Background: an optimization exercise with open tools, aiming at a short achievable clock period and few clock cycles. Do not read the settings as production practice. RTL that was checked went through simulation tests only; none was proved equivalent to the original. No functional check of the RTL was part of run 1. Power and IR drop assume default switching activity.

**flow/run.sh**
```bash
#!/bin/bash
# Standard layout, with a plain buffer (not a delay buffer) on every port, and
# without the adder-extraction step in synthesis (abc maps the adders as
# plain logic). Registers are the same as the standard synthesis's.
set -euo pipefail
export BUFFER_PORTS_ARGS="-buffer_cell sky130_fd_sc_hd__buf_4"
export ADDER_MAP_FILE=
bash standard.sh finish > run_standard.log 2>&1
```
**standard.sh**
```bash
#!/bin/bash
# synth_recipe.tcl (not shown) runs the flow's synth.tcl, then flattens the netlist and writes it again
# the make line also repeats each setting of config.mk as NAME=value (left out here)
make -C /OpenROAD-flow-scripts/flow DESIGN_CONFIG=/design/flow/config.mk WORK_HOME=/design/flow/orfs CLKGATE_MAP_FILE= SYNTH_SCRIPT=/design/flow/synth_recipe.tcl "${@:-finish}"
```
**config.mk**
```make
export PLATFORM = sky130hd
export DESIGN_NAME = cpu
export DESIGN_NICKNAME = cpu
export VERILOG_FILES = /design/flow/design.v
export SDC_FILE = /design/flow/constraint.sdc
export NUM_CORES = 4
export LEC_CHECK = 0
export ABC_CLOCK_PERIOD_IN_PS = 1200
export CAP_MARGIN = 20
export CORE_MARGIN = 2
export CORE_UTILIZATION = 40
export SETUP_SLACK_MARGIN = 5.0
export SLEW_MARGIN = 20
export TNS_END_PERCENT = 20
```
**constraint.sdc**
```tcl
create_clock -name core_clock -period 7.0 [get_ports {clk}]
set_input_delay 1.4000 -clock core_clock [delete_from_list [all_inputs] [get_ports {clk}]]
set_output_delay 1.4000 -clock core_clock [all_outputs]
set_load 0.01 [all_outputs]
```
**design.v**
```verilog
`timescale 1ns / 1ps
module two_to_one_multiplexer
#(parameter width = 16)
(
    input logic [width - 1:0] one,
    input logic [width - 1:0] two,
    input logic sel,
    output logic [width - 1:0] q
    );
    assign q = sel ? two : one;
endmodule
`timescale 1ns / 1ps
module three_to_one_multiplexer(
        input logic [1:0] sel,
        input logic [15:0] one,
        input logic [15:0] two,
        input logic [15:0] three,
        output logic [15:0] q
    );
    always_comb 
    begin
        case(sel)
            2'b00 : q = one;
            2'b01 : q = two;
            2'b10 : q = three;
            default : q = 0;
          endcase            
    end
endmodule
`timescale 1ns / 1ps
module four_to_one(
        input logic [15:0] one,
        input logic [15:0] two,
        input logic [15:0] three,
        input logic [15:0] four,
        input logic [1:0] sel,
        output logic [15:0] q
    );
    always_comb
    begin
    q = 0;
    if(sel == 2'b00) q = one;
    else if(sel == 2'b01) q = two;
    else if(sel == 2'b10) q = three;
    else if(sel == 2'b11) q = four;
    end
endmodule
`timescale 1ns / 1ps
module tristate_mux(
      input logic gate_pc,
      input logic gate_mar,
      input logic gate_mdr,
      input logic gate_alu,
      input logic [15:0] pc,
      input logic [15:0] mar,
      input logic [15:0] mdr,
      input logic [15:0] alu,
      output logic [15:0] q
    );
    always_comb
    begin   
    if(gate_pc == 1) q = pc;
    else if(gate_mdr == 1) q = mdr;
    else if(gate_mar == 1) q = mar;
    else if(gate_alu == 1) q = alu;
    else 
        q = 16'hx;
    end
endmodule
`timescale 1ns / 1ps
module ALU(
      input logic [1:0] aluk,
      input logic [15:0] one,
      input logic [15:0] two,
      output logic [15:0] q
    );
    always_comb
    begin
    q = 0;
    if(aluk==2'b00) q = one + two;
    else if(aluk==2'b01) q = one & two;
    else if(aluk==2'b10) q = ~one;
    else if(aluk==2'b11) q = one;
    end
endmodule
`timescale 1ns / 1ps
module ben(
        input logic [15:0] bus,
        input logic [15:0] ir,
        input logic        ld_cc,
        input logic        clk,
        input logic        reset,
        output logic       branch
    );
    logic n,z,p;
    logic N,Z,P;
    always_ff @(posedge clk)
     begin
        if(reset)
        begin
            n <= 1'b0;
            z <= 1'b0;
            p <= 1'b0;        
        end
        if(ld_cc) 
        begin
            n <= N;       
            z <= Z;      
            p <= P; 
        end
    end
    always_comb
    begin
         N = 1'b0;
         Z = 1'b0;
         P = 1'b0;
         if(bus[15] == 1'b1) 
         begin
            N = 1'b1;
            Z = 1'b0;
            P = 1'b0;
         end   
         else if (bus == 16'h0000) 
         begin
            N = 1'b0;
            Z = 1'b1;
            P = 1'b0;     
         end
         else if ((bus[15] == 1'b0) & (bus != 16'b0)) 
         begin
            N = 1'b0;
            Z = 1'b0;
            P = 1'b1; 
         end
    end
   assign branch = ((ir[11] & n) | (ir[10] & z) | (ir[9] & p)); 
endmodule
module load_reg #(
    parameter DATA_WIDTH = 1  
) (
	input  logic	    		  clk, 
	input  logic	    		  reset, 
	input  logic	    		  load,
	input  logic [DATA_WIDTH-1:0] data_i,  
	output logic [DATA_WIDTH-1:0] data_q
);
	logic [DATA_WIDTH-1:0] data_d;
	always_comb
	begin
		if (load) begin
			data_d = data_i;
		end else begin
			data_d = data_q;
		end
	end
	always_ff @(posedge clk)
	begin
			if(reset) begin  
				data_q <= '0;
			end else begin
				data_q <= data_d;
			end
	end
endmodule
`timescale 1ns / 1ps
module register(
      input logic [15:0] din,
      input logic [2:0] dr,
      input logic ld_reg,
      input logic [2:0] sr1,
      input logic [2:0] sr2,
      input logic       clk,
      input logic       reset,      
      output logic [15:0] sr1_out,
      output logic [15:0] sr2_out
    );
    logic [15:0] r00, r11, r22, r33, r44, r55, r66, r77;    
    logic ld_r0, ld_r1, ld_r2, ld_r3, ld_r4, ld_r5, ld_r6, ld_r7;
    always_comb 
    begin
    ld_r0 = 0;
    ld_r1 = 0;
    ld_r2 = 0;
    ld_r3 = 0;
    ld_r4 = 0;
    ld_r5 = 0;
    ld_r6 = 0;
    ld_r7 = 0;
    if(ld_reg)
        begin
        if(dr == 3'b000) ld_r0 = 1;
        else if(dr == 3'b001) ld_r1 = 1;
        else if(dr == 3'b010) ld_r2 = 1;
        else if(dr == 3'b011) ld_r3 = 1;
        else if(dr == 3'b100) ld_r4 = 1;
        else if(dr == 3'b101) ld_r5 = 1;
        else if(dr == 3'b110) ld_r6 = 1;
        else if(dr == 3'b111) ld_r7 = 1;
        end
    end
    always_comb 
    begin
        unique case(sr1)
            3'b000: sr1_out = r00;
            3'b001: sr1_out = r11;
            3'b010: sr1_out = r22;
            3'b011: sr1_out = r33;
            3'b100: sr1_out = r44;
            3'b101: sr1_out = r55;
            3'b110: sr1_out = r66;
            3'b111: sr1_out = r77;
        endcase
    end
    always_comb 
    begin
        unique case(sr2)
            3'b000: sr2_out = r00;
            3'b001: sr2_out = r11;
            3'b010: sr2_out = r22;
            3'b011: sr2_out = r33;
            3'b100: sr2_out = r44;
            3'b101: sr2_out = r55;
            3'b110: sr2_out = r66;
            3'b111: sr2_out = r77;
        endcase
    end
    load_reg #(.DATA_WIDTH(16)) r0 (
    .clk(clk),
    .reset(reset),
    .load(ld_r0),
    .data_i(din),
    .data_q(r00)
    );  
    load_reg #(.DATA_WIDTH(16)) r1 (
    .clk(clk),
    .reset(reset),
    .load(ld_r1),
    .data_i(din),
    .data_q(r11)
    );
    load_reg #(.DATA_WIDTH(16)) r2 (
    .clk(clk),
    .reset(reset),
    .load(ld_r2),
    .data_i(din),
    .data_q(r22)
    );
    load_reg #(.DATA_WIDTH(16)) r3 (
    .clk(clk),
    .reset(reset),
    .load(ld_r3),
    .data_i(din),
    .data_q(r33)
    );
load_reg #(.DATA_WIDTH(16)) r4 (
    .clk(clk),
    .reset(reset),
    .load(ld_r4),
    .data_i(din),
    .data_q(r44)
    );
load_reg #(.DATA_WIDTH(16)) r5 (
    .clk(clk),
    .reset(reset),
    .load(ld_r5),
    .data_i(din),
    .data_q(r55)
    );
load_reg #(.DATA_WIDTH(16)) r6 (
    .clk(clk),
    .reset(reset),
    .load(ld_r6),
    .data_i(din),
    .data_q(r66)
    );
load_reg #(.DATA_WIDTH(16)) r7 (
    .clk(clk),
    .reset(reset),
    .load(ld_r7),
    .data_i(din),
    .data_q(r77)
    );
endmodule
module control (
	input logic			clk, 
	input logic			reset,
	input logic  [15:0]	ir,
	input logic			ben,
	input logic 		continue_i,
	input logic 		run_i,
	output logic		ld_mar,
	output logic		ld_mdr,
	output logic		ld_ir,
	output logic		ld_pc,
	output logic        ld_led,
	output logic		gate_pc,
	output logic		gate_mdr,
	output logic        gate_alu,
	output logic        gate_marmux,
	output logic        ld_reg,
	output logic        mio_en,
	output logic [1:0]  aluk,
	output logic        sr2_mux,
    output logic        sr1_mux,
    output logic        ld_cc,
	output logic        dr_mux,
	output logic [1:0]	pc_mux,
	output logic        addr1_mux,
	output logic [1:0]  addr2_mux,
	output logic		mem_mem_ena,  
	output logic		mem_wr_ena   
);
	enum logic [4:0] {
		halted, 
		pause_ir1,
		pause_ir2, 
		s_18, 
		s_33_1,
		s_33_2,
		s_33_3,
		s_35,
		s_32,
		s_1,
		s_5,
		s_9,
		s_6,
		s_27,
		s_7,
		s_23,
		s_16_1,
		s_16_2,
		s_16_3,
		s_0,
		s_22,
		s_12,
		s_4,
		s_21,
		s_25_1,
		s_25_2,
		s_25_3
	} state, state_nxt;    
	always_ff @ (posedge clk)
	begin
		if (reset) 
			state <= halted;
		else 
			state <= state_nxt;
	end
	always_comb
	begin 
		ld_mar = 1'b0;
		ld_mdr = 1'b0;
		ld_ir = 1'b0;
		ld_pc = 1'b0;
		ld_led = 1'b0;
		ld_reg = 0;
		aluk =  0;
		addr1_mux = 0;
		addr2_mux = 0;
		mio_en = 1'b0;
		gate_pc = 1'b0;
		gate_mdr = 1'b0;
		gate_marmux = 1'b0;
		gate_alu = 1'b0;
		sr2_mux = 1'b0;
		sr1_mux = 1'b0;
		dr_mux = 0;
		pc_mux = 2'b10;
		mem_mem_ena = 1'b0;
		mem_wr_ena = 1'b0;
		ld_cc = 1'b0;
		case (state)
			halted: ; 
			s_18 : 
				begin 
					gate_pc = 1'b1;
					ld_mar = 1'b1;
					pc_mux = 2'b10;
					ld_pc = 1'b1;
				end
			s_33_1, s_33_2, s_33_3 :  
				begin
					mem_mem_ena = 1'b1;
					ld_mdr = 1'b1;
				end
			s_35 : 
				begin 
					gate_mdr = 1'b1;
					ld_ir = 1'b1;
				end
			pause_ir1: ld_led = 1'b1; 
			pause_ir2: ld_led = 1'b1;
			s_32 :;
			s_1:
			   begin
			       ld_reg = 1'b1;
			       gate_alu=1'b1;
			       aluk = 2'b00;
			       dr_mux = 1'b0;
			       ld_cc = 1'b1;
			       sr1_mux = 1;
			       sr2_mux = ir[5];
			   end
			s_5:
			   begin
			       ld_reg = 1'b1;
			       gate_alu=1'b1;
			       aluk = 2'b01;
			       dr_mux = 1'b0;
			       ld_cc = 1'b1;
			       sr1_mux = 1;
			       sr2_mux = ir[5];
			   end
			s_9:
			   begin
			       ld_reg = 1'b1;
			       gate_alu=1'b1;
			       aluk = 2'b10;
			       dr_mux = 1'b0;
			       ld_cc = 1'b1;
			       sr1_mux = 1;
			       sr2_mux = ir[5];
			   end
			s_0: ;
			s_12:
			   begin
			       aluk = 2'b11;
			       gate_alu = 1'b1;
			       pc_mux = 2'b00;
			       ld_pc = 1'b1;
			       sr1_mux = 1;
			   end
			 s_4:
			    begin
			        ld_reg = 1'b1;
			        gate_pc = 1'b1;
			        dr_mux = 1'b1;
			    end
			 s_21:
			    begin
			        ld_pc = 1'b1;
			        pc_mux = 2'b01;
			        addr1_mux = 1'b1;
			        addr2_mux = 2'b00;
			    end
			 s_6, s_7:
			     begin
			         sr1_mux = 1'b1;
			         addr1_mux = 1'b0;
			         addr2_mux = 2'b10;
			         gate_marmux = 1'b1;
			         ld_mar = 1'b1;
			     end
			 s_25_1, s_25_2, s_25_3:
			     begin
			         mem_mem_ena = 1'b1;
			         ld_mdr = 1'b1;			     
			     end
			 s_27:
			     begin
			         gate_mdr = 1'b1;
			         dr_mux = 1'b0;
			         ld_reg = 1'b1;
			         ld_cc = 1'b1;
			     end
			 s_23:
			     begin
			         sr1_mux = 1'b0;
			         aluk = 2'b11;
			         gate_alu = 1'b1;
			         ld_mdr=1'b1;
			     end
			 s_16_1, s_16_2, s_16_3:
			     begin
			         mem_wr_ena = 1'b1;
			         mem_mem_ena = 1;
			     end
			  s_22:
			  begin
			     addr1_mux = 1;
			     addr2_mux = 2'b01;
			     pc_mux = 2'b01;
			     ld_pc = 1;
			  end
			default : ;
		endcase
	end 
	always_comb
	begin
		state_nxt = state;
		unique case (state)
			halted : 
				if (run_i) 
					state_nxt = s_18;
			s_18 : 
				state_nxt = s_33_1;  
			s_33_1 :                  
				state_nxt = s_33_2;    
			s_33_2 :
				state_nxt = s_33_3;
			s_33_3 : 
				state_nxt = s_35;
			s_35 : 
				state_nxt = s_32;
			pause_ir1 : 
				if (continue_i) 
					state_nxt = pause_ir2;
			pause_ir2 : 
				if (~continue_i)
					state_nxt = s_18;
			s_32:
			   if(ir[15:12] == 4'b0001)
			         state_nxt = s_1;
			   else if(ir[15:12] == 4'b0101)
			         state_nxt = s_5;
			   else if(ir[15:12] == 4'b1001)
			         state_nxt = s_9;
			   else if(ir[15:12] == 4'b0000)
			         state_nxt = s_0;
			   else if(ir[15:12] == 4'b1100)
			         state_nxt = s_12;
			   else if(ir[15:12] == 4'b0100)
			         state_nxt = s_4;
			   else if(ir[15:12] == 4'b0110)
			         state_nxt = s_6;
			   else if(ir[15:12] == 4'b0111)
			         state_nxt = s_7;
			   else if(ir[15:12] == 4'b1101)
			         state_nxt = pause_ir1;
		  s_1:
		      state_nxt = s_18;
		  s_5:
		      state_nxt = s_18;
		  s_9:
		      state_nxt = s_18;
		  s_6:
		      state_nxt = s_25_1;
		  s_25_1:
		      state_nxt = s_25_2;
		  s_25_2:
		      state_nxt = s_25_3;
		  s_25_3:
		      state_nxt = s_27;
		  s_27:
		      state_nxt = s_18;
		  s_7:
		      state_nxt = s_23;
		  s_23:
		      state_nxt = s_16_1;
		  s_16_1:
		      state_nxt = s_16_2;
		  s_16_2:
		      state_nxt = s_16_3;
		  s_16_3:
		      state_nxt = s_18;
		  s_0:
		      if(ben)
		          state_nxt = s_22;
		      else
		          state_nxt = s_18;
		  s_22:
		      state_nxt = s_18;
		  s_12:
		      state_nxt = s_18;
		  s_4:
		      state_nxt = s_21;
		  s_21:
		      state_nxt = s_18;
			default :;
		endcase
	end
endmodule
module cpu (
    input   logic        clk,
    input   logic        reset,
    input   logic        run_i,
    input   logic        continue_i,
    output  logic [15:0] hex_display_debug,
    output  logic [15:0] led_o,
    output  logic        paused_o,
    input   logic [15:0] mem_rdata,
    output  logic [15:0] mem_wdata,
    output  logic [15:0] mem_addr,
    output  logic        mem_mem_ena,
    output  logic        mem_wr_ena
);
    localparam int R_IR   = 0;    
    localparam int R_PC1  = 16;   
    localparam int R_PRED = 32;   
    localparam int RW     = 33;
    localparam int E_IR    = 0;    
    localparam int E_PC1   = 16;   
    localparam int E_OFF   = 32;   
    localparam int E_DR    = 48;   
    localparam int E_SR1I  = 56;   
    localparam int E_SR2I  = 59;   
    localparam int E_DRI   = 62;   
    localparam int E_ADD   = 65;
    localparam int E_AND   = 66;
    localparam int E_NOT   = 67;
    localparam int E_BR    = 68;
    localparam int E_JMP   = 69;
    localparam int E_JSR   = 70;
    localparam int E_LDR   = 71;
    localparam int E_STR   = 72;
    localparam int E_PSE   = 73;
    localparam int E_USE1  = 74;
    localparam int E_USE2  = 75;
    localparam int E_WR    = 76;
    localparam int E_ALU   = 77;
    localparam int E_IMM   = 78;
    localparam int E_PRED  = 79;
    localparam int E_ZOFF  = 80;   
    localparam int EW      = 81;
    function automatic logic [15:0] add16c(input logic [15:0] a, input logic [15:0] b, input logic ci);
        logic [15:0] g, p, t;
        g = a & b;
        p = a ^ b;
        g[0] = g[0] | (p[0] & ci);
        t = p;
        for (int d = 1; d < 16; d = d * 2) begin
            for (int i = 15; i >= d; i--) begin
                g[i] = g[i] | (t[i] & g[i-d]);
                t[i] = t[i] & t[i-d];
            end
        end
        add16c = p ^ {g[14:0], ci};
    endfunction
    function automatic logic [15:0] add16(input logic [15:0] a, input logic [15:0] b);
        add16 = add16c(a, b, 1'b0);
    endfunction
    function automatic logic [EW-1:0] decode(input logic [RW-1:0] r);
        logic [EW-1:0] e;
        logic [15:0] w, pc1, off;
        logic [3:0]  op;
        logic        fadd, fand, fnot, fbr, fjmp, fjsr, fldr, fstr, fpse;
        logic [2:0]  s1, s2, d;
        w    = r[R_IR +: 16];
        pc1  = r[R_PC1 +: 16];
        op   = w[15:12];
        fadd = (op == 4'b0001);
        fand = (op == 4'b0101);
        fnot = (op == 4'b1001);
        fbr  = (op == 4'b0000);
        fjmp = (op == 4'b1100);
        fjsr = (op == 4'b0100);
        fldr = (op == 4'b0110);
        fstr = (op == 4'b0111);
        fpse = (op == 4'b1101);
        s1   = w[8:6];
        s2   = fstr ? w[11:9] : w[2:0];
        d    = fjsr ? 3'd7 : w[11:9];
        off  = fjsr ? {{5{w[10]}}, w[10:0]} : {{7{w[8]}}, w[8:0]};
        e = '0;
        e[E_IR  +: 16] = w;
        e[E_PC1 +: 16] = pc1;
        e[E_OFF +: 16] = off;
        e[E_DR  +: 8]  = 8'b1 << d;
        e[E_SR1I +: 3] = s1;
        e[E_SR2I +: 3] = s2;
        e[E_DRI  +: 3] = d;
        e[E_ADD]   = fadd;
        e[E_AND]   = fand;
        e[E_NOT]   = fnot;
        e[E_BR]    = fbr;
        e[E_JMP]   = fjmp;
        e[E_JSR]   = fjsr;
        e[E_LDR]   = fldr;
        e[E_STR]   = fstr;
        e[E_PSE]   = fpse;
        e[E_USE1]  = fadd | fand | fnot | fjmp | fldr | fstr;
        e[E_USE2]  = ((fadd | fand) & ~w[5]) | fstr;
        e[E_WR]    = fadd | fand | fnot | fldr | fjsr;
        e[E_ALU]   = fadd | fand | fnot;
        e[E_IMM]   = (fadd | fand) & w[5];
        e[E_PRED]  = r[R_PRED];
        e[E_ZOFF]  = fjsr ? (w[10:0] == 11'd0) : (w[8:0] == 9'd0);
        decode = e;
    endfunction
    localparam logic [1:0] S_HALT = 2'd0, S_RUN = 2'd1, S_P1 = 2'd2, S_P2 = 2'd3;
    logic [1:0]  run_st;
    logic [127:0] rf;           
    logic        cc_n, cc_z, cc_p;
    logic [15:0] pse_ir;
    logic [15:0] fpc;           
    logic [15:0] xpc;           
    logic [15:0] pa, pd;
    logic        pw;            
    logic        p_v;           
    logic [15:0] p_pc1;
    logic        p_pred;
    logic        p_ld, p_wreg, p_wcc;
    logic        st_v, st_hx;   
    logic [15:0] sa, sa1;       
    logic [2:0]  p_dr;
    logic        s1_v, s1_ld, s1_wreg, s1_wcc, s1_pred;
    logic [2:0]  s1_dr;
    logic [15:0] s1_pc1;
    logic        s2_v, s2_ld, s2_wreg, s2_wcc, s2_pred;
    logic [2:0]  s2_dr;
    logic [15:0] s2_pc1;
    logic          xv;
    logic [EW-1:0] xe;
    logic [15:0]   opa, opb;    
    logic [2:0]    qcnt;
    logic [1:0]    qh, qt;      
    logic [RW-1:0] qd [0:3];
    logic [EW-1:0] hr;          
    logic        smc_r;
    logic [15:0] x_ir, x_pc1, x_tgt, x_tgt1;
    logic [7:0]  x_droh;
    logic [2:0]  x_dri;
    logic        x_add, x_and, x_br, x_jmp, x_jsr, x_ldr, x_str, x_pse;
    logic        x_wr, x_alu, x_pred, x_zoff;
    assign x_ir    = xe[E_IR  +: 16];
    assign x_pc1   = xe[E_PC1 +: 16];
    assign x_tgt   = add16c(x_pc1, xe[E_OFF +: 16], 1'b0);
    assign x_tgt1  = add16c(x_pc1, xe[E_OFF +: 16], 1'b1);
    assign x_droh  = xe[E_DR  +: 8];
    assign x_dri   = xe[E_DRI  +: 3];
    assign x_add   = xe[E_ADD];
    assign x_and   = xe[E_AND];
    assign x_br    = xe[E_BR];
    assign x_jmp   = xe[E_JMP];
    assign x_jsr   = xe[E_JSR];
    assign x_ldr   = xe[E_LDR];
    assign x_str   = xe[E_STR];
    assign x_pse   = xe[E_PSE];
    assign x_wr    = xe[E_WR];
    assign x_alu   = xe[E_ALU];
    assign x_pred  = xe[E_PRED];
    assign x_zoff  = xe[E_ZOFF];
    logic [15:0] sum, alu_res, agen;
    assign sum     = add16(opa, opb);
    assign alu_res = x_add ? sum : (x_and ? (opa & opb) : ~opa);
    assign agen    = add16(opa, {{10{x_ir[5]}}, x_ir[5:0]});
    logic alu_z, alu_n;
    assign alu_z = x_add ? (((opa ^ opb) ^ {opa[14:0] | opb[14:0], 1'b0}) == 16'h0)
                         : ((x_and ? (opa & opb) : ~opa) == 16'h0);
    assign alu_n = alu_res[15];
    logic cond;
    assign cond = (x_ir[11] & cc_n) | (x_ir[10] & cc_z) | (x_ir[9] & cc_p);
    logic x_fire, x_taken, x_redir, redir, x_mem;
    logic [15:0] raddr, raddr1;
    assign x_fire  = xv & ~st_hx & ~smc_r;
    assign x_taken = ((x_br & cond) | x_jsr) & ~x_zoff;
    assign x_redir = x_fire & (x_jmp | (x_taken != x_pred) | (x_pred & ~(x_br | x_jsr)));
    assign redir   = smc_r | x_redir;
    assign raddr   = smc_r ? xpc : (x_jmp ? opa : (x_taken ? x_tgt : x_pc1));
    assign raddr1  = smc_r ? (xpc + 16'd1) : (x_jmp ? (opa + 16'd1) : (x_taken ? x_tgt1 : (x_pc1 + 16'd1)));
    assign x_mem   = x_fire & (x_ldr | x_str);
    logic [15:0] hx_a, hx_b, hx_c, hx_s, hx_k;
    logic        hx_eq;
    assign hx_a  = opa;
    assign hx_b  = {{10{x_ir[5]}}, x_ir[5:0]};
    assign hx_c  = ~x_pc1;
    assign hx_s  = hx_a ^ hx_b ^ hx_c;
    assign hx_k  = {(((hx_a & hx_b) | (hx_a & hx_c) | (hx_b & hx_c)) << 1)} | 16'd1;
    assign hx_eq = ((hx_s ^ hx_k) == {hx_s[14:0] | hx_k[14:0], 1'b0});
    logic kill_cc;
    assign kill_cc = x_fire & (x_alu | x_ldr);
    function automatic logic kill_reg(input logic [2:0] d);
        kill_reg = x_fire & x_wr & (x_dri == d);
    endfunction
    logic [7:0]  btb_v;
    logic [12:0] btb_tag [0:7];
    logic [15:0] btb_tgt [0:7];
    logic        bhit;
    logic [15:0] btgt;
    logic [15:0] x_pc;
    logic [7:0]  bh;
    always_comb begin
        btgt = '0;
        for (int i = 0; i < 8; i++) begin
            bh[i] = btb_v[i] & (fpc[2:0] == i[2:0]) & (btb_tag[i] == fpc[15:3]);
            btgt  = btgt | ({16{bh[i]}} & btb_tgt[i]);
        end
    end
    logic        lp_v;
    logic [15:0] lp_pc;
    logic [2:0]  lp_c;
    logic        dec_v;         
    logic [2:0]  dec_c;
    logic        lp_exit;
    assign lp_exit = lp_v & (fpc == lp_pc) & (rf[lp_c*16 +: 16] == 16'd1);
    assign bhit = (|bh) & ~lp_exit & ~(st_v & (fpc == sa));
    assign x_pc = x_pc1 - 16'd1;
    logic        p_fetch;       
    logic [2:0]  occ;
    logic        room, can_fetch;
    logic [15:0] faddr, faddr1, fpc1;
    assign p_fetch   = (run_st == S_HALT) ? run_i : p_v;
    assign occ       = qcnt + {2'b0, p_v} + {2'b0, s1_v & ~s1_ld} + {2'b0, s2_v & ~s2_ld};
    assign room      = (occ <= 3'd3);
    assign can_fetch = ~x_mem & (redir | room);
    assign faddr     = redir ? raddr : fpc;
    assign fpc1      = fpc + 16'd1;
    assign faddr1    = redir ? raddr1 : fpc1;
    assign mem_addr    = pa;
    assign mem_mem_ena = 1'b1;
    assign mem_wr_ena  = pw;
    assign mem_wdata   = pd;
    logic          arr_fetch;
    logic [RW-1:0] arr_r;
    assign arr_fetch = s2_v & ~s2_ld & ~redir;
    assign arr_r = {s2_pred, s2_pc1, mem_rdata};
    logic ld_we, ld_cc;
    assign ld_we = s2_v & s2_ld & s2_wreg & ~kill_reg(s2_dr);
    assign ld_cc = s2_v & s2_ld & s2_wcc & ~kill_cc;
    logic          n_v, n_q;
    logic [EW-1:0] nxe;
    assign n_q  = (qcnt != 3'd0);
    assign n_v  = n_q | arr_fetch;
    assign nxe  = n_q ? hr : decode(arr_r);
    logic       l0_v, l1_v, l2_v, l0_c, l1_c, l2_c;
    logic [2:0] l0_d, l1_d, l2_d;
    assign l0_v = x_fire & x_ldr;                  
    assign l0_d = x_dri;
    assign l0_c = x_fire & x_ldr;
    assign l1_v = p_ld & p_wreg & ~kill_reg(p_dr);
    assign l1_d = p_dr;
    assign l1_c = p_ld & p_wcc & ~kill_cc;
    assign l2_v = s1_v & s1_ld & s1_wreg & ~kill_reg(s1_dr);
    assign l2_d = s1_dr;
    assign l2_c = s1_v & s1_ld & s1_wcc & ~kill_cc;
    logic [2:0] n_sr1, n_sr2;
    assign n_sr1  = nxe[E_SR1I +: 3];
    assign n_sr2  = nxe[E_SR2I +: 3];
    function automatic logic hz(input logic [EW-1:0] e);
        logic u1, u2;
        logic [2:0] a, b;
        u1 = e[E_USE1];
        u2 = e[E_USE2];
        a  = e[E_SR1I +: 3];
        b  = e[E_SR2I +: 3];
        hz = (l0_v & ((u1 & (l0_d == a)) | (u2 & (l0_d == b))))
           | (l1_v & ((u1 & (l1_d == a)) | (u2 & (l1_d == b))))
           | (l2_v & ((u1 & (l2_d == a)) | (u2 & (l2_d == b))))
           | (e[E_BR] & (l0_c | l1_c | l2_c))
           | (u2 & (b == 3'd7) & x_fire & x_jsr);    
    endfunction
    logic run_next, ent_q, ent_a, ent;
    assign run_next = ((run_st == S_RUN) & ~(x_fire & x_pse))
                    | ((run_st == S_P2) & ~continue_i);
    logic ent_q_nr;
    assign ent_q_nr = ~hz(hr) & run_next;
    assign ent_q = ent_q_nr & ~redir;
    assign ent_a = arr_fetch & ~hz(decode(arr_r)) & run_next & ~redir;
    assign ent   = n_q ? ent_q : ent_a;
    function automatic logic [15:0] rd_fwd(input logic [2:0] r);
        logic [15:0] v;
        if (x_fire & x_jsr & (r == 3'd7))   v = x_pc1;
        else if (ld_we & (s2_dr == r))      v = mem_rdata;
        else                                v = rf[r*16 +: 16];
        rd_fwd = (x_fire & x_alu & (x_dri == r)) ? alu_res : v;
    endfunction
    logic [15:0] rd_opb, opb_v;
    logic [2:0]  n_ia, n_ib;
    assign n_ia = nxe[E_IR + 0 +: 3];
    assign n_ib = nxe[E_IR + 9 +: 3];
    always_comb begin
        if (nxe[E_IMM])                         opb_v = {{11{nxe[E_IR + 4]}}, nxe[E_IR +: 5]};
        else if (ld_we & (s2_dr == n_sr2))      opb_v = mem_rdata;
        else if (nxe[E_STR])                    opb_v = rf[n_ib*16 +: 16];
        else                                    opb_v = rf[n_ia*16 +: 16];
        rd_opb = (~nxe[E_IMM] & x_fire & x_alu & (x_dri == n_sr2)) ? alu_res : opb_v;
    end
    function automatic logic [15:0] rd_fwd2(input logic [2:0] r, input logic imm, input logic [15:0] iv);
        logic [15:0] v;
        if (imm)                            v = iv;
        else if (x_fire & x_jsr & (r == 3'd7)) v = x_pc1;
        else if (ld_we & (s2_dr == r))      v = mem_rdata;
        else                                v = rf[r*16 +: 16];
        rd_fwd2 = (~imm & x_fire & x_alu & (x_dri == r)) ? alu_res : v;
    endfunction
    logic        hit, hit_q;
    always_comb begin
        hit_q = 1'b0;
        for (int i = 0; i < 4; i++)
            hit_q = hit_q | (({1'b0, i[1:0] - qh} < qcnt) & (qd[i][R_PC1 +: 16] == sa1));
    end
    assign hit = st_v & (
                   (xv & (x_pc1 == sa1))
                 | hit_q
                 | (s1_v & ~s1_ld & (s1_pc1 == sa1))
                 | (s2_v & ~s2_ld & (s2_pc1 == sa1)));
    assign paused_o = run_st[1];
    assign led_o = pse_ir;
    assign hex_display_debug = pse_ir;
    always_ff @(posedge clk) begin
        xe  <= nxe;
        opa <= rd_fwd(n_sr1);
        opb <= rd_opb;
        pd     <= opb;
        p_dr   <= x_dri;
        p_wreg <= 1'b1;
        p_wcc  <= 1'b1;
        st_v   <= x_mem & x_str;
        st_hx  <= x_mem & x_str & hx_eq;
        if (x_mem & x_str) begin
            sa  <= agen;
            sa1 <= add16c(opa, {{10{x_ir[5]}}, x_ir[5:0]}, 1'b1);
        end
        s1_ld   <= p_ld;
        s1_dr   <= p_dr;
        s1_wreg <= p_wreg & ~kill_reg(p_dr);
        s1_wcc  <= p_wcc & ~kill_cc;
        s1_pc1  <= p_pc1;
        s1_pred <= p_pred;
        s2_ld   <= s1_ld;
        s2_dr   <= s1_dr;
        s2_wreg <= s1_wreg & ~kill_reg(s1_dr);
        s2_wcc  <= s1_wcc & ~kill_cc;
        s2_pc1  <= s1_pc1;
        s2_pred <= s1_pred;
        if (x_fire & x_taken & ~x_pred) begin
            btb_tag[x_pc[2:0]] <= x_pc[15:3];
            btb_tgt[x_pc[2:0]] <= x_tgt;
        end
        if (arr_fetch) qd[qt] <= arr_r;
        if (n_q & ent_q_nr & (qcnt >= 3'd2))
            hr <= decode(qd[qh + 2'd1]);
        else if (s2_v & ~s2_ld & (n_q ? (ent_q_nr & (qcnt == 3'd1)) : 1'b1))
            hr <= decode(arr_r);
    end
    always_ff @(posedge clk) begin
        if (reset) begin
            run_st <= S_HALT;
            rf     <= '0;
            cc_n   <= 1'b0;
            cc_z   <= 1'b0;
            cc_p   <= 1'b0;
            pse_ir <= '0;
            fpc    <= 16'd1;
            xpc    <= '0;
            pa     <= '0;
            pw     <= 1'b0;
            p_v    <= 1'b0;
            p_pc1  <= 16'd1;
            p_pred <= 1'b0;
            p_ld   <= 1'b0;
            s1_v   <= 1'b0;
            s2_v   <= 1'b0;
            xv     <= 1'b0;
            qcnt   <= '0;
            qh     <= '0;
            qt     <= '0;
            smc_r  <= 1'b0;
            btb_v  <= '0;
            lp_v   <= 1'b0;
            dec_v  <= 1'b0;
        end else begin
            if (x_fire) begin
                dec_v <= x_add & x_ir[5] & (x_ir[4:0] == 5'h1f) & (x_ir[11:9] == x_ir[8:6]);
                dec_c <= x_dri;
                if (x_br & x_taken & dec_v & x_ir[8] & x_ir[9] & ~x_ir[10]) begin
                    lp_v  <= 1'b1;
                    lp_pc <= x_pc;
                    lp_c  <= dec_c;
                end
            end
            case (run_st)
                S_HALT: if (run_i) run_st <= S_RUN;
                S_RUN:  if (x_fire & x_pse) run_st <= S_P1;
                S_P1:   if (continue_i) run_st <= S_P2;
                S_P2:   if (~continue_i) run_st <= S_RUN;
            endcase
            if (x_fire & x_pse) pse_ir <= x_ir;
            for (int i = 0; i < 8; i++) begin
                if (x_fire & x_alu & x_droh[i])      rf[i*16 +: 16] <= alu_res;
                else if (x_fire & x_jsr & (i == 7))  rf[i*16 +: 16] <= x_pc1;
                else if (ld_we & (s2_dr == i[2:0]))  rf[i*16 +: 16] <= mem_rdata;
            end
            if (x_fire & x_alu) begin
                cc_n <= alu_n;
                cc_z <= alu_z;
                cc_p <= ~alu_n & ~alu_z;
            end else if (ld_cc) begin
                cc_n <= mem_rdata[15];
                cc_z <= (mem_rdata == 16'h0);
                cc_p <= ~mem_rdata[15] & (mem_rdata != 16'h0);
            end
            if (x_fire) xpc <= raddr;
            if (x_fire & x_taken & ~x_pred) btb_v[x_pc[2:0]] <= 1'b1;
            for (int i = 0; i < 8; i++)
                if (st_v & (sa[2:0] == i[2:0]) & (btb_tag[i] == sa[15:3])) btb_v[i] <= 1'b0;
            smc_r <= hit;
            if (run_st == S_HALT) begin
                pa     <= {15'd0, run_i};
                pw     <= 1'b0;
                p_ld   <= 1'b0;
                p_v    <= run_i;
                p_pc1  <= run_i ? 16'd2 : 16'd1;
                p_pred <= 1'b0;
                fpc    <= run_i ? 16'd2 : 16'd1;
            end else if (x_mem) begin
                pa   <= agen;
                pw   <= x_str;
                p_ld <= x_ldr;
                p_v  <= 1'b0;
            end else begin
                pw   <= 1'b0;
                p_ld <= 1'b0;
                p_v  <= can_fetch;
                if (can_fetch) begin
                    pa     <= faddr;
                    p_pc1  <= faddr1;
                    p_pred <= ~redir & bhit;
                    fpc    <= redir ? raddr1 : (bhit ? btgt : fpc1);
                end
            end
            s1_v <= (p_fetch & ~redir) | p_ld;
            s2_v <= s1_v & ~(redir & ~s1_ld);
            xv <= ent;
            if (redir) begin
                qcnt <= '0;
                qh   <= '0;
                qt   <= '0;
            end else begin
                if (n_q & ent_q) qh <= qh + 2'd1;
                if (arr_fetch & (n_q | ~ent_a)) qt <= qt + 2'd1;
                if (n_q & ent_q & ~arr_fetch) qcnt <= qcnt - 3'd1;
                else if (arr_fetch & (n_q ? ~ent_q : ~ent_a)) qcnt <= qcnt + 3'd1;
            end
        end
    end
endmodule
```
==> summary.txt, run 1 <==
* Overall global routing resource usage at 0.302
* Maximum VDD drop at 0.205 mV
* CTS HTree Levels at 3
* Initial cell density of the core at 0.404
* Post-synthesis cell area at 47,700 um2
* Final standard cell count with taps included and fillers excluded at 6,760
* Power per unit of standard cell area at 263 nW/um2
* Net count, final at 5,159
* Antenna violations before repair at 3
* CTS buffer count at 96
* Leakage power of the design at 22.0 nW
* Endpoint class of the critical path: register
* Highest fanout seen on the critical path at 5
* Post-placement cell count at 6,091
* Cell repeated most along the worst path: sky130_fd_sc_hd__buf_12
* Hold/Removal Path Class: register to register
* Setup violation total in the final timing report at 0
* Sequential-to-total area share from yosys stat at 0.468
* Synth Warn # at 1
* Transition time at the pin with the least slew margin at approximately 1200 ps
* Core occupancy in the finished layout at 0.534
* Number of global-route vias before repair at slightly below 40,000
* Clock-pin slew on the worst setup and hold paths at 60 ps
* Crit share post-route at 0.453
* Die H at around 350 um
* Final hold vios at 0
* Routability Congestion at 0.965
* Tmin final at 3170 ps
* Flip-flop cell with the highest count after synthesis: sky130_fd_sc_hd__edfxtp_1
* Post-Route Skew at 77.1 ps
* DRC errors left at 0
* Commonest cells after routing, fill and taps aside: sky130_fd_sc_hd__nand2_1, sky130_fd_sc_hd__edfxtp_1, sky130_fd_sc_hd__buf_4
* Total Die Area at 122,000 um2
* Wirelength per Cell at about 30 um
* Async SR Flop Fraction at 0
* Total number of placement rows at between 100 and 150
* Via Count at 43,200
* Number of top-level pins at 87
* Critical Path, Cell by Cell: nor3_1 > nand4_1 > a21oi_1 > mux4_2 > buf_12 > a221o_2 > buf_12 > mux2_2 > a22oi_2 > nor2_1
* Most common cell after layout, fill and taps aside: sky130_fd_sc_hd__nand2_1
* Post-DR vias/cell at 6.39
* Startpoint types: register
* Global-route wire length before repair at 273 mm
* IO Port Bufs at 85
* HPWL after DPL at around 120 mm
* Fraction of final layout cells with drive strength greater than 1 at 0.296
* Relative area change from synthesis to final layout at 32.3%
* Worst path slowest cell: sky130_fd_sc_hd__nor3_1
* MaxCap Viol Count at 0
* TritonCTS clock tree: done
* Remaining antenna violation count after routing at 0
* Gate count of the mapped netlist at 4,768
* CP max stage delay at 770 ps
* Status: timing/DRC/antenna clean
* Routed Wire Length at around 200 mm
* Maximum number of pins on one net before global-route repair at 81
* Sink count of the clock tree at ~880
* Category of the most critical setup path: register to register
* Length of the first detailed-routing pass in iterations at 7
* Synth Net Count at 4,788
* Signal arrival time at the worst endpoint at 3690 ps
* Accumulated negative setup slack at 0 ps
* Hold_ws at 346 ps
* Highest clock rate at 316 MHz
* Number of synthesized flops with an enable pin at 481
* Unrepaired setup endpoints after global routing: true
* Floorplan die width at 349 um
* Max Root-Sink Buffers at 3
* Placeable Area at 118,000 um2
* Congestion Overflow GR at 0
* Distinct cells, synth at 102
* Initial DRC count at 5,858
* Synthesized area per cell at approximately 10 um2
* Remaining max-slew budget at the tightest pin at 0.186
* Root buf cell: sky130_fd_sc_hd__clkbuf_16
* Total count of max-transition violations in the final report at 0
* Clock latency (worst-skew pair) at 720 ps
* Required @ worst endpoint at 7520 ps
* Yosys reg bits at 875
## kinds of logic (layout without fill, tap and decap cells)
| group | count (synthesis) | after routing | share of synthesized area |
|---|---|---|---|
| flip-flops | 875 | 875 | 0.468 |
| other | 1 | 2 | 0.0000787 |
| buffers and inverters | 484 | 922 | 0.0445 |
| XOR/XNOR | 628 | 628 | 0.116 |
| AND/OR/NAND/NOR | 1499 | 1510 | 0.152 |
| AO/OA/AOI/OAI | 983 | 987 | 0.138 |
| adder cells (fa/ha/maj) | 15 | 15 | 0.00320 |
| multiplexers | 283 | 285 | 0.0784 |
## worst paths after layout
check	from	end	slack, ps	cells past startpoint
worst max-delay path	rf[126]	fpc[14]	3830	10
worst min-delay path	s1_pred	s2_pred	350	0
worst max register to register	rf[126]	fpc[14]	3830	10
worst min register to register	s1_pred	s2_pred	350	0
## flip-flops by register name (all words and copies together), names as in the netlist, 57 cells and up
| name | cells |
|---|---|
| btb_tag | 104 |
| btb_tgt | 128 |
| hr | 63 |
| qd | 132 |
| rf | 128 |
| xe | 57 |
## worst max-delay path, delay by kind of cell (launching register included)
kind / cells / cell delay, ps
and+or+nand+nor: 3 / 1000
buffers and inverters: 2 / 300
DFF: 1 / 390
muxes: 2 / 630
AOI/OAI and AO/OA: 3 / 660
## synthesized netlist by cell type (13+ instances only)
library cell | count | area (um2)
sky130_fd_sc_hd__maj3_1 | 13 | 130
sky130_fd_sc_hd__clkbuf_1 | 261 | 980
sky130_fd_sc_hd__nand2_1 | 533 | 2000
sky130_fd_sc_hd__mux2i_1 | 159 | 1590
sky130_fd_sc_hd__inv_1 | 52 | 195
sky130_fd_sc_hd__a21o_1 | 17 | 128
sky130_fd_sc_hd__nor3_1 | 63 | 315
sky130_fd_sc_hd__nand3_1 | 145 | 726
sky130_fd_sc_hd__a211oi_1 | 165 | 1240
sky130_fd_sc_hd__xor2_1 | 176 | 1540
sky130_fd_sc_hd__buf_1 | 42 | 158
sky130_fd_sc_hd__edfxtp_1 | 481 | 14400
sky130_fd_sc_hd__nor4_1 | 70 | 438
sky130_fd_sc_hd__nor4b_1 | 15 | 131
sky130_fd_sc_hd__nor2_1 | 344 | 1290
sky130_fd_sc_hd__or3_1 | 18 | 113
sky130_fd_sc_hd__buf_4 | 27 | 203
sky130_fd_sc_hd__and3_1 | 40 | 250
sky130_fd_sc_hd__nand2b_1 | 19 | 119
sky130_fd_sc_hd__o21a_1 | 13 | 97.6
sky130_fd_sc_hd__nor2b_1 | 26 | 163
sky130_fd_sc_hd__xnor2_1 | 450 | 3940
sky130_fd_sc_hd__o21ai_0 | 222 | 1110
sky130_fd_sc_hd__a22oi_1 | 56 | 420
sky130_fd_sc_hd__dfxtp_1 | 394 | 7890
sky130_fd_sc_hd__o211ai_1 | 48 | 360
sky130_fd_sc_hd__nand4b_1 | 13 | 114
sky130_fd_sc_hd__and2_1 | 25 | 156
sky130_fd_sc_hd__o22ai_1 | 15 | 93.8
sky130_fd_sc_hd__or2_2 | 13 | 81.3
sky130_fd_sc_hd__a21oi_1 | 189 | 946
sky130_fd_sc_hd__a22o_1 | 20 | 175
sky130_fd_sc_hd__a31oi_1 | 39 | 244
sky130_fd_sc_hd__a311oi_1 | 25 | 219
sky130_fd_sc_hd__buf_2 | 84 | 420
sky130_fd_sc_hd__a221oi_1 | 30 | 263
sky130_fd_sc_hd__mux2_2 | 54 | 608
sky130_fd_sc_hd__nand4_1 | 112 | 701
sky130_fd_sc_hd__buf_6 | 13 | 146
sky130_fd_sc_hd__mux4_2 | 66 | 1490
## what timing repair did
action / CTS / global route
buffers inserted: 166 / 239
endpoints found under the setup margin: 1181 / 1137
pin swaps: 90 / 202
hold buffers: 0 / 0
gates resized for setup: 480 / 623
cloned: 50 / 31
## power by group
part / leakage [nW] / internal (mW) / switching, mW
combinational: 12.8 / 2.00 / 3.09
sequential: 7.62 / 5.83 / 0.308
clock: 1.64 / 3.10 / 2.26
total: 22.0 / 10.9 / 5.66
## metrics by stage
| step | cell area, um2 | total power [mW] | worst slack, ps |
|---|---|---|---|
| after floorplan | 47900 | 8.10 | 2500 |
| after global placement | 49600 | 9.33 | 2500 |
| after detailed placement | 49600 | 9.37 | 2440 |
| after CTS | 57600 | 15.3 | 4020 |
| after global routing | 63100 | 16.9 | 3900 |
| final | 63100 | 16.6 | 3830 |
## layout make-up
class                   count  area (um2)
well taps                1536        1920
clock buffers             142        2910
multi-input cells        3426       26800
clock inverters            40         447
inverters                  57         287
flip-flops and latches    875       22500
repair buffers            681        8110
diodes                      1        2.50
fillers                  9854       55000
repair inverters            2        13.8
## per-layer routing
layer / vias up / global-route usage / wire [um]
met5: - / 0 / 24
li1: 18200 / - / -
met4: 4 / 0.180 / 16600
met2: 3103 / 0.467 / 88300
met3: 884 / 0.0571 / 22900
met1: 21000 / 0.393 / 74900
==> run 2, diff against run 1 <==
--- a/design.v
+++ b/design.v
@@ -837,6 +837,5 @@
            | (l1_v & ((u1 & (l1_d == a)) | (u2 & (l1_d == b))))
            | (l2_v & ((u1 & (l2_d == a)) | (u2 & (l2_d == b))))
-           | (e[E_BR] & (l0_c | l1_c | l2_c))
-           | (u2 & (b == 3'd7) & x_fire & x_jsr);    
+           | (e[E_BR] & (l0_c | l1_c | l2_c));
     endfunction
     logic run_next, ent_q, ent_a, ent;
@@ -861,4 +860,5 @@
     always_comb begin
         if (nxe[E_IMM])                         opb_v = {{11{nxe[E_IR + 4]}}, nxe[E_IR +: 5]};
+        else if (x_fire & x_jsr & (n_sr2 == 3'd7)) opb_v = x_pc1;
         else if (ld_we & (s2_dr == n_sr2))      opb_v = mem_rdata;
         else if (nxe[E_STR])                    opb_v = rf[n_ib*16 +: 16];
--- a/config.mk
+++ b/config.mk
@@ -6,9 +6,9 @@
 export NUM_CORES = 4
 export LEC_CHECK = 0
-export ABC_CLOCK_PERIOD_IN_PS = 1200
+export ABC_CLOCK_PERIOD_IN_PS = 1500
 export CAP_MARGIN = 20
 export CORE_MARGIN = 2
 export CORE_UTILIZATION = 40
-export SETUP_SLACK_MARGIN = 5.0
+export SETUP_SLACK_MARGIN = 4.8
 export SLEW_MARGIN = 20
 export TNS_END_PERCENT = 20
==> run 2 against run 1 <==
Net effect:
- via count rose by 1.3%
- sequential power fell by 1%
- non-clock buffer count rose by 9
- sequential share of layout area fell by 0.69 points
- clock skew fell by 19 ps
- die area rose by 0.30%
- power rose by 0.60%
- register-to-register slack barely moved
- critical endpoint is now opb[9]
- sequential cell count did not move
- core utilization rose by 0.86 points
==> summary.txt, run 2 <==
* Total count of max-transition violations in the final report at 0 (unchanged)
* Leakage power of the design at 22.5 nW (+2.0%)
* Final hold vios at 0 (unchanged)
* Largest reg by FF count: qd
* Remaining max-slew budget at the tightest pin at 0.142 (-0.0443)
* Post-synthesis cell area at 47,800 um2 (+0.30%)
* MaxCap Viol Count at 0 (unchanged)
* Synth Warn # at 1 (unchanged)
* Initial cell density of the core at 0.404 (about the same)
* Number of fill cells in the layout at 9,947 (+0.94%)
* Highest clock rate at 316 MHz (about the same)
* Cell repeated most along the worst path: sky130_fd_sc_hd__buf_12
* Status: timing/DRC/antenna clean
* CTS HTree Levels at 3 (unchanged)
* Highest fanout seen on the critical path at 14 (+9)
* Critical Path, Cell by Cell: buf_12 > nor3_4 > buf_6 > buf_12 > buf_2 > a211oi_2 > a21oi_4 > buf_12 > mux4_2 > mux2i_2 > a211oi_1 > a211oi_1 > o21ai_0
* Post-Route Skew at 58.2 ps (-18.9 ps)
* Post-placement cell count at 6,193 (+1.7%)
* CTS buffer count at 97 (+1.0%)
* Distinct cells, synth at 100 (-2.0%)
* Unrepaired setup endpoints after global routing: true
* Signal arrival time at the worst endpoint at 3730 ps (+40 ps)
* Accumulated negative setup slack at 0 ps (unchanged)
* Commonest cells after routing, fill and taps aside: sky130_fd_sc_hd__nand2_1, sky130_fd_sc_hd__edfxtp_1, sky130_fd_sc_hd__buf_4
* Number of top-level pins at 87 (unchanged)
* Flip-flop cell with the highest count after synthesis: sky130_fd_sc_hd__edfxtp_1
* Sink count of the clock tree at 875 (unchanged)
* Largest register FFs at 132 (unchanged)
* Post-Place Setup Slack at 2470 ps (+21.7 ps)
* Final standard cell count with taps included and fillers excluded at 6,872 (+1.7%)
* Fraction of final layout cells with drive strength greater than 1 at 0.309 (+0.0125)
* Placeable Area at 118,000 um2 (+0.27%)
* Relative area change from synthesis to final layout at 34.4%
* Die H at 350 um (+0.15%)
* Crit share post-route at 0.452 (about the same)
* Clock-pin slew on the worst setup and hold paths at 60 ps (about the same)
* Worst path slowest cell: sky130_fd_sc_hd__a211oi_2
* Antenna violations before repair at 5 (+2)
* Clock latency (worst-skew pair) at 720 ps (about the same)
* Share of Yosys cell area claimed by the top area cell type at 0.302 (-0.000919)
* Most frequently used cell type in the post-synthesis netlist: sky130_fd_sc_hd__nand2_1
* DRC errors left at 0 (unchanged)
* Cell accounting for the most synthesized area: sky130_fd_sc_hd__edfxtp_1
* Hold-fix buffers, CTS at 0 (unchanged)
* IO Port Bufs at 85 (unchanged)
* CP max stage delay at 870 ps (+100 ps)
* Worst Slack Setup Final at 3830 ps (+1.61 ps)
* Category of the most critical setup path: register to register
* Power per unit of standard cell area at 260 nW/um2 (-1.3%)
* Maximum VDD drop at 0.222 mV (+8.3%)
* Remaining antenna violation count after routing at 0 (unchanged)
* Global-route wire length before repair at 286 mm (+4.6%)
* Overall global routing resource usage at 0.318 (+0.0160)
* TritonCTS clock tree: done
* Hold/Removal Path Class: register to register
* Async SR Flop Fraction at 0 (unchanged)
* Congestion Overflow GR at 0 (unchanged)
* Wirelength per Cell at 30.2 um (+0.74%)
* Number of synthesized flops with an enable pin at 481 (unchanged)
* Net count, final at 5,209 (+0.97%)
* Most common cell after layout, fill and taps aside: sky130_fd_sc_hd__nand2_1
* Total number of placement rows at 126 (unchanged)
* Synth Net Count at 4,834 (+0.96%)
* Setup violation total in the final timing report at 0 (unchanged)
* Initial DRC count at 5,882 (+0.41%)
* Yosys reg bits at 875 (unchanged)
* Root buf cell: sky130_fd_sc_hd__clkbuf_16
* Post-DR vias/cell at 6.36 (-0.40%)
* Routability Congestion at 1.01 (+4.3%)
* Synth top area cells: sky130_fd_sc_hd__edfxtp_1, sky130_fd_sc_hd__dfxtp_1, sky130_fd_sc_hd__xnor2_1
* Floorplan die width at 350 um (+0.15%)
* Gate count of the mapped netlist at 4,814 (+0.96%)
* Total Power Consumption at 16.7 mW (+0.60%)
* Length of the first detailed-routing pass in iterations at 9 (+2)
* Via Count at 43,700 (+1.3%)
* Routed Wire Length at 208 mm (+2.4%)
* Endpoint class of the critical path: register
* Maximum number of pins on one net before global-route repair at 149 (+84%)
* Required @ worst endpoint at 7560 ps (+40 ps)
* Sequential-to-total area share from yosys stat at 0.467 (-0.00142)
* HPWL after DPL at 122 mm (+3.3%)
* Max Root-Sink Buffers at 3 (unchanged)
* Tmin final at 3170 ps (-1.61 ps)
* Top cells by instance count after synthesis: sky130_fd_sc_hd__nand2_1, sky130_fd_sc_hd__edfxtp_1, sky130_fd_sc_hd__dfxtp_1, sky130_fd_sc_hd__xnor2_1, sky130_fd_sc_hd__nor2_1
* Transition time at the pin with the least slew margin at 1280 ps (+66.0 ps)
* Synthesized area per cell at 9.93 um2 (-0.65%)
* Number of global-route vias before repair at 40,300 (+3.7%)
* Total Die Area at 122,000 um2 (+0.30%)
* Startpoint types: register
==> run 2: cell count changes after synthesis, moves of 21 or more <==
cell and change:
sky130_fd_sc_hd__xor2_1 +37, sky130_fd_sc_hd__o21ai_0 -49, sky130_fd_sc_hd__buf_2 -21, sky130_fd_sc_hd__a21oi_1 +37, sky130_fd_sc_hd__clkbuf_1 +35, sky130_fd_sc_hd__xnor2_1 -57
==> run 2: metrics by stage <==
step           hold WS, ps   util  instance area, um2
2_1_floorplan          310      -               48100
3_3_place_gp           312  0.423               50100
3_5_place_dp           317  0.423               50100
4_1_cts                337  0.507               60000
5_1_grt                340  0.543               64300
6_report               332  0.543               64300
==> run 2: layout make-up <==
class                           instances  area (um2)  share of cell area
Clock inverter                         48         631             0.00981
Clock buffer                          132        2800              0.0436
Sequential cell                       875       22500               0.350
Antenna cell                            2        5.00           0.0000779
Timing Repair inverter                  2        25.0            0.000389
Multi-Input combinational cell       3481       27900               0.435
Timing Repair Buffer                  690        8080               0.126
Tap cell                             1600        2000              0.0311
Inverter                               42         255             0.00397
==> run 2: kinds of logic (layout without fill, tap and decap cells) <==
| group | after synthesis | count (layout) | synth area share |
|---|---|---|---|
| AND/OR/NAND/NOR | 1551 | 1557 | 0.157 |
| AO/OA/AOI/OAI | 1022 | 1026 | 0.145 |
| flip-flops | 875 | 875 | 0.467 |
| XOR/XNOR | 606 | 607 | 0.111 |
| buffers and inverters | 469 | 914 | 0.0409 |
| multiplexers | 277 | 277 | 0.0765 |
| adder cells (fa/ha/maj) | 13 | 13 | 0.00280 |
| other | 1 | 3 | 0.0000784 |
==> run 2: routing by layer <==
metal / track usage / vias up / wire length [um]
li1: - / 18500 / -
met2: 0.492 / 3147 / 91000
met5: 0.00196 / - / 70
met3: 0.0735 / 1024 / 23800
met1: 0.397 / 21100 / 75100
met4: 0.212 / 10 / 17700
==> run 2: path summary, 6_finish.rpt <==
kind              cells after the start       to  slack [ps]  startpoint
setup / recovery                     13   opb[9]        3830     qcnt[2]
hold / removal                        0  s2_pred         330     s1_pred
setup reg to reg                     13   opb[9]        3830     qcnt[2]
hold reg to reg                       0  s2_pred         330     s1_pred
==> run 2: repair_timing <==
item | 4_1_cts | 5_1_grt
gates resized for setup | 735 | 487
pin swaps | 174 | 227
buffers inserted | 253 | 170
gates cloned | 52 | 21
endpoints found under the setup margin | 1111 | 1064
==> run 2: worst max-delay path: cells and delay by family (launching register included) <==
family                 cells  cell delay (ps)
DFF                        1              380
muxes                      2              510
AOI/OAI and AO/OA          5             1290
buffers and inverters      5              740
and+or+nand+nor            1               40
==> run 2: where the power goes <==
part / switching (mW) / internal [mW] / leakage [nW] / total (mW)
Combinational: 3.09 / 2.04 / 13.2 / 5.13
Sequential: 0.280 / 5.80 / 7.58 / 6.08
Clock: 2.25 / 3.23 / 1.68 / 5.48
Total: 5.62 / 11.1 / 22.5 / 16.7
Testbench counts of run 2, summed over its fixed seeds: cycles 62,264.

[static timing again, ports no longer ideal]
The results above use ideal ports. As a check the final layouts listed here were re-extracted and re-timed, cells and wires unchanged. Step 1: set_driving_cell puts a clkbuf_16 on clk and a buf_2 on each other input, an assumption about the parent block. Step 2, shift: input delay + t, output delay - t, t = (earliest + latest rising clock arrival at the registers) / 2. This alone moves slack from input paths to output paths. a / b / c = no drivers / after step 1 / after step 2; a / b = the first two.
run	t (ns)	setup WS [ns]	worst data-port slew with drivers (ns)	cell pins on the clock port's net
run 1	0.756	3.832 / 3.832 / 3.138	0.18	1
run 2	0.769	3.834 / 3.834 / 3.069	0.16	1
After both steps every run listed still meets setup and hold. For run 2, which loses most, drivers alone change the setup slack by 0.000 ns; drivers and shift together by -0.765 ns.
